Background: an optimization exercise with open tools, aiming at small area, a short achievable clock period and few clock cycles. Do not read the settings as production practice.
In this exercise RTL edits were held to simulation tests only and were not proved equivalent to the original.

## oak
==> flow/design.v (excerpt) <==
module CONVCOR(
        clk,
        rst_n,
        in_valid,
        in_a,
        in_b,
        in_mode,
        out_valid,
        out
);
clock: 12.0 ns
lec_check: 0
cap_margin: 20
core_margin: 2
core_utilization: 40
slew_margin: 20
synth_hierarchical: 1
standard.sh (not shown) runs the stock make flow with config.mk's settings and CLKGATE_MAP_FILE= SYNTH_SCRIPT=/design/flow/synth_recipe.tcl, a recipe that flattens the netlist after the stock synthesis.
==> flow/flow/run.sh <==
#!/bin/bash
# Standard ORFS layout, with repair_timing aiming for extra setup slack so the
# layout is sized for a shorter period than the 12 ns constraint, plain
# buffers on the ports, larger clock sink clusters and no dummy clock loads.
set -euo pipefail
bash standard.sh SETUP_SLACK_MARGIN=8.7 \
  "BUFFER_PORTS_ARGS=-buffer_cell sky130_fd_sc_hd__buf_1" \
  "CTS_ARGS=-sink_clustering_enable -dont_use_dummy_load -sink_clustering_size 24 -sink_clustering_max_diameter 150 -distance_between_buffers 500 -branching_point_buffers_distance 500" \
  finish > flow_standard.log 2>&1
Testbench counts of oak, summed over its fixed seeds: cycles 64,050.
Edits applied to the flow inputs when going from oak to pine:
- setting ABC_AREA to 1 for the first time
==> flow/flow/run.sh <==
#!/bin/bash
# Standard ORFS layout, with repair_timing aiming for extra setup slack so the
# layout is sized for a shorter period than the 12 ns constraint, plain
# buffers on the ports, larger clock sink clusters and no dummy clock loads.
set -euo pipefail
bash standard.sh SETUP_SLACK_MARGIN=8.7 \
  "BUFFER_PORTS_ARGS=-buffer_cell sky130_fd_sc_hd__buf_1" \
  "CTS_ARGS=-sink_clustering_enable -repair_clock_nets -dont_use_dummy_load -sink_clustering_size 24 -sink_clustering_max_diameter 150" \
  finish > flow_standard.log 2>&1
[summary]
- Compared pine vs oak, and first-pass GRT wire length is up in pine.
- Run comparison: pine capture point of the worst path out[34]; oak capture point of the worst path out[35]
- Changes observed in pine relative to oak: post-DP HPWL now sits higher; worst reg2reg path depth fell 2.
Input changes introduced in birch (baseline for comparison: pine):
- removing ABC_AREA (formerly 1)
--- outcome ---
birch did not stop at any stage, and its layout met the timing, design-rule and antenna checks. Final area on birch is ahead of pine. Per the comparison of birch with pine, area enclosed by the die boundary shrank by about 3%, vias after detailed routing shrank by about 11%, global-route usage shrank by 0.82 points, highest clock rate held steady. Between birch and pine, the clock period minus final worst setup slack figures differ only marginally. Compared with pine, count of multi-input gates in birch decreased by more than 10%.
## Diff of input files: maple against birch
- an added CTS_CLUSTER_SIZE of 50
- an added CTS_CLUSTER_DIAMETER of 100
==> flow/flow/run.sh <==
#!/bin/bash
# Standard ORFS layout, with repair_timing aiming for extra setup slack so the
# layout is sized for a shorter period than the 12 ns constraint, plain
# buffers on the ports, and no dummy clock-tree loads.
set -euo pipefail
bash standard.sh SETUP_SLACK_MARGIN=8.7 \
  "BUFFER_PORTS_ARGS=-buffer_cell sky130_fd_sc_hd__buf_1" \
  "CTS_ARGS=-sink_clustering_enable -repair_clock_nets -dont_use_dummy_load" \
  finish > flow_standard.log 2>&1
==> run notes <==
birch ended up with out[35] as its timing endpoint of the critical path; maple ended up with out[14]. maple against birch: share of the clock period used by the worst path rose by 0.27 points, transition time at the pin with the least slew margin went up 0.0056 ns, flip-flop and latch share of the layout cell area shrank by 0.81 points. Total of fill cells in the finished design for maple: about 1.3% down relative to birch.


CONVCOR, a different RTL version from the one above (not shown whole).
For scale: roughly 1300 cells after synthesis, about 240 flip-flops, about 73 I/O pins, about 0.015 mm² of cells after synthesis.
Settings: LEC_CHECK=0, CAP_MARGIN=20, CORE_MARGIN=2, CORE_UTILIZATION=75, SLEW_MARGIN=20, SYNTH_HIERARCHICAL=1; clock period 12.0 ns.
==> flow/flow/run.sh <==
#!/bin/bash
set -euo pipefail
knobs=(
  SETUP_SLACK_MARGIN=8.6
  "BUFFER_PORTS_ARGS=-buffer_cell sky130_fd_sc_hd__buf_1"
  "CTS_ARGS=-sink_clustering_enable -repair_clock_nets -dont_use_dummy_load -sink_clustering_size 24 -sink_clustering_max_diameter 150"
)
for stage in synth floorplan place cts route finish; do
  bash standard.sh "${knobs[@]}" "$stage" > "log_${stage}.log" 2>&1
done
Testbench counts at the start, summed over its fixed seeds: cycles 64,050.
Next try:
--- a/flow/config.mk
+++ b/flow/config.mk
@@ -10 +10 @@
-export CORE_UTILIZATION = 75
+export CORE_UTILIZATION = 55
The new run completed without violations.
Sequential share of layout area shrinks by 0.30 points.
Hold slack hardly moves.
Critical path depth does not change.
Synthesized area is unchanged.
Register-to-register slack improves by 30 ps.
Setup slack gains 3.8 ps.
Final area is higher by about 0.8%.
Global-route usage decreases by 8.2 points.
Synthesized cell count is unchanged.


CONVCOR with an RTL version that a note above also has.
Size in the first run: roughly 1300 cells after synthesis, roughly 73 I/O pins, about 0.015 mm^2 of cells after synthesis.
Settings: LEC_CHECK=0, CAP_MARGIN=20, CORE_MARGIN=2, CORE_UTILIZATION=40, SLEW_MARGIN=20, SYNTH_HIERARCHICAL=1; clock period 12.0 ns.
==> flow/flow/run.sh <==
#!/bin/bash
# Standard ORFS layout, with repair_timing aiming for extra setup slack so the
# layout is sized for a shorter period than the 12 ns constraint, plain
# buffers on the ports, larger clock sink clusters and no dummy clock loads.
set -euo pipefail
bash standard.sh SETUP_SLACK_MARGIN=8.7 \
  "BUFFER_PORTS_ARGS=-buffer_cell sky130_fd_sc_hd__buf_1" \
  "CTS_ARGS=-sink_clustering_enable -repair_clock_nets -dont_use_dummy_load -sink_clustering_size 24 -sink_clustering_max_diameter 150 -sink_clustering_levels 1" \
  finish > flow_standard.log 2>&1
The baseline completed with no timing, DRC or antenna violations.
Testbench counts at the start, summed over its fixed seeds: cycles 64,050.
Next try:
==> flow/flow/run.sh (replaced) <==
#!/bin/bash
# Standard ORFS layout, with repair_timing aiming for extra setup slack so the
# layout is sized for a shorter period than the 12 ns constraint, plain
# buffers on the ports, larger clock sink clusters and no dummy clock loads.
set -euo pipefail
bash standard.sh SETUP_SLACK_MARGIN=8.65 \
  "BUFFER_PORTS_ARGS=-buffer_cell sky130_fd_sc_hd__buf_1" \
  "CTS_ARGS=-sink_clustering_enable -repair_clock_nets -dont_use_dummy_load -sink_clustering_size 24 -sink_clustering_max_diameter 150" \
  finish > flow_standard.log 2>&1
=> Area after synthesis stays the same; final cell count stays flat; routed wire length drops by 1.4%; die area does not change; count of clock-buffer cells in the layout does not change; via count drops by 1.0%; register-to-register slack degrades by 0.02 ns; global-route usage drops by 0.30 points; worst setup slack degrades by 0.029 ns; cell area drops by 0.47%.
Next try:
--- a/flow/flow/run.sh
+++ b/flow/flow/run.sh
@@ -5,3 +5,3 @@
 set -euo pipefail
-bash standard.sh SETUP_SLACK_MARGIN=8.65 \
+bash standard.sh SETUP_SLACK_MARGIN=8.55 \
   "BUFFER_PORTS_ARGS=-buffer_cell sky130_fd_sc_hd__buf_1" \
Result: The new run finished with timing, DRC and antenna clean; utilization drops by 1.9 points; first-iteration DRC count rose by about 0.33%; wire length went down by about 1.7%; worst hold slack gets better by 0.0063 ns; design area decreases by 4.1%; critical path depth does not change; synthesized area does not change.


CONVCOR again, from the RTL that the note above started with.
clock: 12.0 ns
lec_check: 0
cap_margin: 20
core_margin: 2
core_utilization: 40
slew_margin: 20
synth_hierarchical: 1
==> flow/flow/run.sh <==
#!/bin/bash
# Standard ORFS layout, with repair_timing aiming for extra setup slack so the
# layout is sized for a shorter period than the 12 ns constraint, plain
# buffers on the ports, larger clock sink clusters and no dummy clock loads.
set -euo pipefail
bash standard.sh SETUP_SLACK_MARGIN=8.7 \
  "BUFFER_PORTS_ARGS=-buffer_cell sky130_fd_sc_hd__buf_1" \
  "CTS_ARGS=-sink_clustering_enable -repair_clock_nets -dont_use_dummy_load -sink_clustering_size 24 -sink_clustering_max_diameter 150 -distance_between_buffers 500 -branching_point_buffers_distance 500" \
  finish > flow_standard.log 2>&1
Testbench counts at the start, summed over its fixed seeds: cycles 64,050.
Rerun with:
--- a/flow/flow/run.sh
+++ b/flow/flow/run.sh
@@ -7,3 +7,3 @@
   "BUFFER_PORTS_ARGS=-buffer_cell sky130_fd_sc_hd__buf_1" \
-  "CTS_ARGS=-sink_clustering_enable -repair_clock_nets -dont_use_dummy_load -sink_clustering_size 24 -sink_clustering_max_diameter 150 -distance_between_buffers 500 -branching_point_buffers_distance 500" \
+  "CTS_ARGS=-sink_clustering_enable -repair_clock_nets -dont_use_dummy_load -sink_clustering_size 24 -sink_clustering_max_diameter 150" \
   finish > flow_standard.log 2>&1
- CORE_UTILIZATION: 40 -> 60
The changed run completed without violations.
Area after synthesis stays the same.
Setup slack improved by 4.9 ps.
Hold slack got worse by 40 ps.
Cell area drops by 1.9%.
Core utilization climbs by 22 points.
Maximum frequency stays flat.
Routed wire length drops by 4.9%.
Synthesized cell count stays the same.
Rerun with:
- ABC_CLOCK_PERIOD_IN_PS: not set -> 3300
- CORE_UTILIZATION: 60 -> 40
What happened: The changed run completed with no timing, DRC or antenna violations; routed wire length goes up by 5.2%; non-clock buffer count goes up by 13; clock skew barely changes; synthesized cell count is unchanged; first-iteration DRC count goes down by 4.5%; cell area goes up by 2.0%; fmax barely changes; worst setup slack degrades by 4.9 ps; cell count goes up by 11%.
Rerun with:
--- a/flow/flow/run.sh
+++ b/flow/flow/run.sh
@@ -7,3 +7,3 @@
   "BUFFER_PORTS_ARGS=-buffer_cell sky130_fd_sc_hd__buf_1" \
-  "CTS_ARGS=-sink_clustering_enable -repair_clock_nets -dont_use_dummy_load -sink_clustering_size 24 -sink_clustering_max_diameter 150" \
+  "CTS_ARGS=-sink_clustering_enable -repair_clock_nets -dont_use_dummy_load -sink_clustering_size 30 -sink_clustering_max_diameter 150" \
   finish > flow_standard.log 2>&1
- ABC_CLOCK_PERIOD_IN_PS: 3300 -> not set
What happened:
- wire length is about the same
- final area shrinks by 0.51%
- register-to-register slack is worse by 20 ps
- global-route usage barely changes
- maximum frequency is about the same
- core utilization shrinks by 0.24 points
- worst setup slack is better by 3.8 ps
- synthesized area stays the same
- die area is unchanged
Rerun with:
==> flow/flow/run.sh (replaced) <==
#!/bin/bash
# Standard ORFS layout, with repair_timing aiming for extra setup slack so the
# layout is sized for a shorter period than the 12 ns constraint, plain
# buffers on the ports, and no dummy clock-tree loads.
set -euo pipefail
bash standard.sh SETUP_SLACK_MARGIN=8.7 \
  "BUFFER_PORTS_ARGS=-buffer_cell sky130_fd_sc_hd__buf_1" \
  "CTS_ARGS=-sink_clustering_enable -repair_clock_nets -dont_use_dummy_load" \
  finish > flow_standard.log 2>&1
Outcome:
- synthesized area does not change
- routed wire length climbs by 3.4%
- via count climbs by 2.1%
- non-clock buffer count climbs by 10
- first-iteration DRC count drops by 2.1%
- setup slack got worse by 37 ps
- fmax drops by 1.1%
- hold slack got worse by 10 ps
- register-to-register slack got worse by 30 ps
Rerun with:
==> flow/flow/run.sh (replaced) <==
#!/bin/bash
# Standard ORFS layout, with repair_timing aiming for extra setup slack so the
# layout is sized for a shorter period than the 12 ns constraint, plain
# buffers on the ports, larger clock sink clusters and no dummy clock loads.
set -euo pipefail
bash standard.sh SETUP_SLACK_MARGIN=8.8 \
  "BUFFER_PORTS_ARGS=-buffer_cell sky130_fd_sc_hd__buf_1" \
  "CTS_ARGS=-sink_clustering_enable -repair_clock_nets -dont_use_dummy_load -sink_clustering_size 24 -sink_clustering_max_diameter 150" \
  finish > flow_standard.log 2>&1
Effect: Die area stays the same. Worst setup slack gets better by 31 ps. Via count is lower by 2.0%. Non-clock buffer count is higher by 7. Area after synthesis stays the same.

port drivers added, routing unchanged:
The results above use ideal ports. As a check the final layouts listed here were re-extracted and re-timed, cells and wires unchanged. Step 1 (the two cells are an assumption about what drives the block):
set clk [get_ports {clk}]
set_driving_cell -lib_cell sky130_fd_sc_hd__clkbuf_16 $clk
set_driving_cell -lib_cell sky130_fd_sc_hd__buf_2 [delete_from_list [all_inputs] $clk]
Step 2 adds t to the input delays and takes it off the output delays; t is the mean of the earliest and latest rising clock arrival at the registers after step 1. Input paths then give back, and output paths get back, about the clock's delay inside the block. a / b / c = ideal ports / drivers / drivers and shift; a / b = the first two.
run	t, ns	setup WS [ns]	clock arrival spread, ns
oak	0.532	8.646 / 8.595 / 8.488	0.044 / 0.043
pine	0.528	8.644 / 8.596 / 8.609	0.046 / 0.045
birch	0.532	8.646 / 8.595 / 8.488	0.044 / 0.043
maple	0.571	8.613 / 8.563 / 8.476	0.064 / 0.064
the first run of note 2	0.522	8.628 / 8.579 / 8.486	0.049 / 0.049
the second run of note 2	0.524	8.632 / 8.581 / 8.443	0.038 / 0.037
the first run of note 3	0.532	8.646 / 8.595 / 8.488	0.044 / 0.043
the second run of note 3	0.538	8.617 / 8.566 / 8.489	0.046 / 0.047
the third run of note 3	0.534	8.593 / 8.543 / 8.305	0.046 / 0.045
the first run of note 4	0.532	8.646 / 8.595 / 8.488	0.044 / 0.043
the second run of note 4	0.526	8.651 / 8.600 / 8.539	0.039 / 0.039
the third run of note 4	0.532	8.646 / 8.595 / 8.488	0.044 / 0.043
the fourth run of note 4	0.529	8.649 / 8.600 / 8.482	0.026 / 0.026
the fifth run of note 4	0.571	8.613 / 8.563 / 8.476	0.064 / 0.064
the sixth run of note 4	0.543	8.644 / 8.590 / 8.503	0.051 / 0.050
After both steps setup and hold are still met in every run listed. The setup slack of the third run of note 3, which loses most, moves by -0.050 ns with the drivers and by -0.288 ns with both steps.
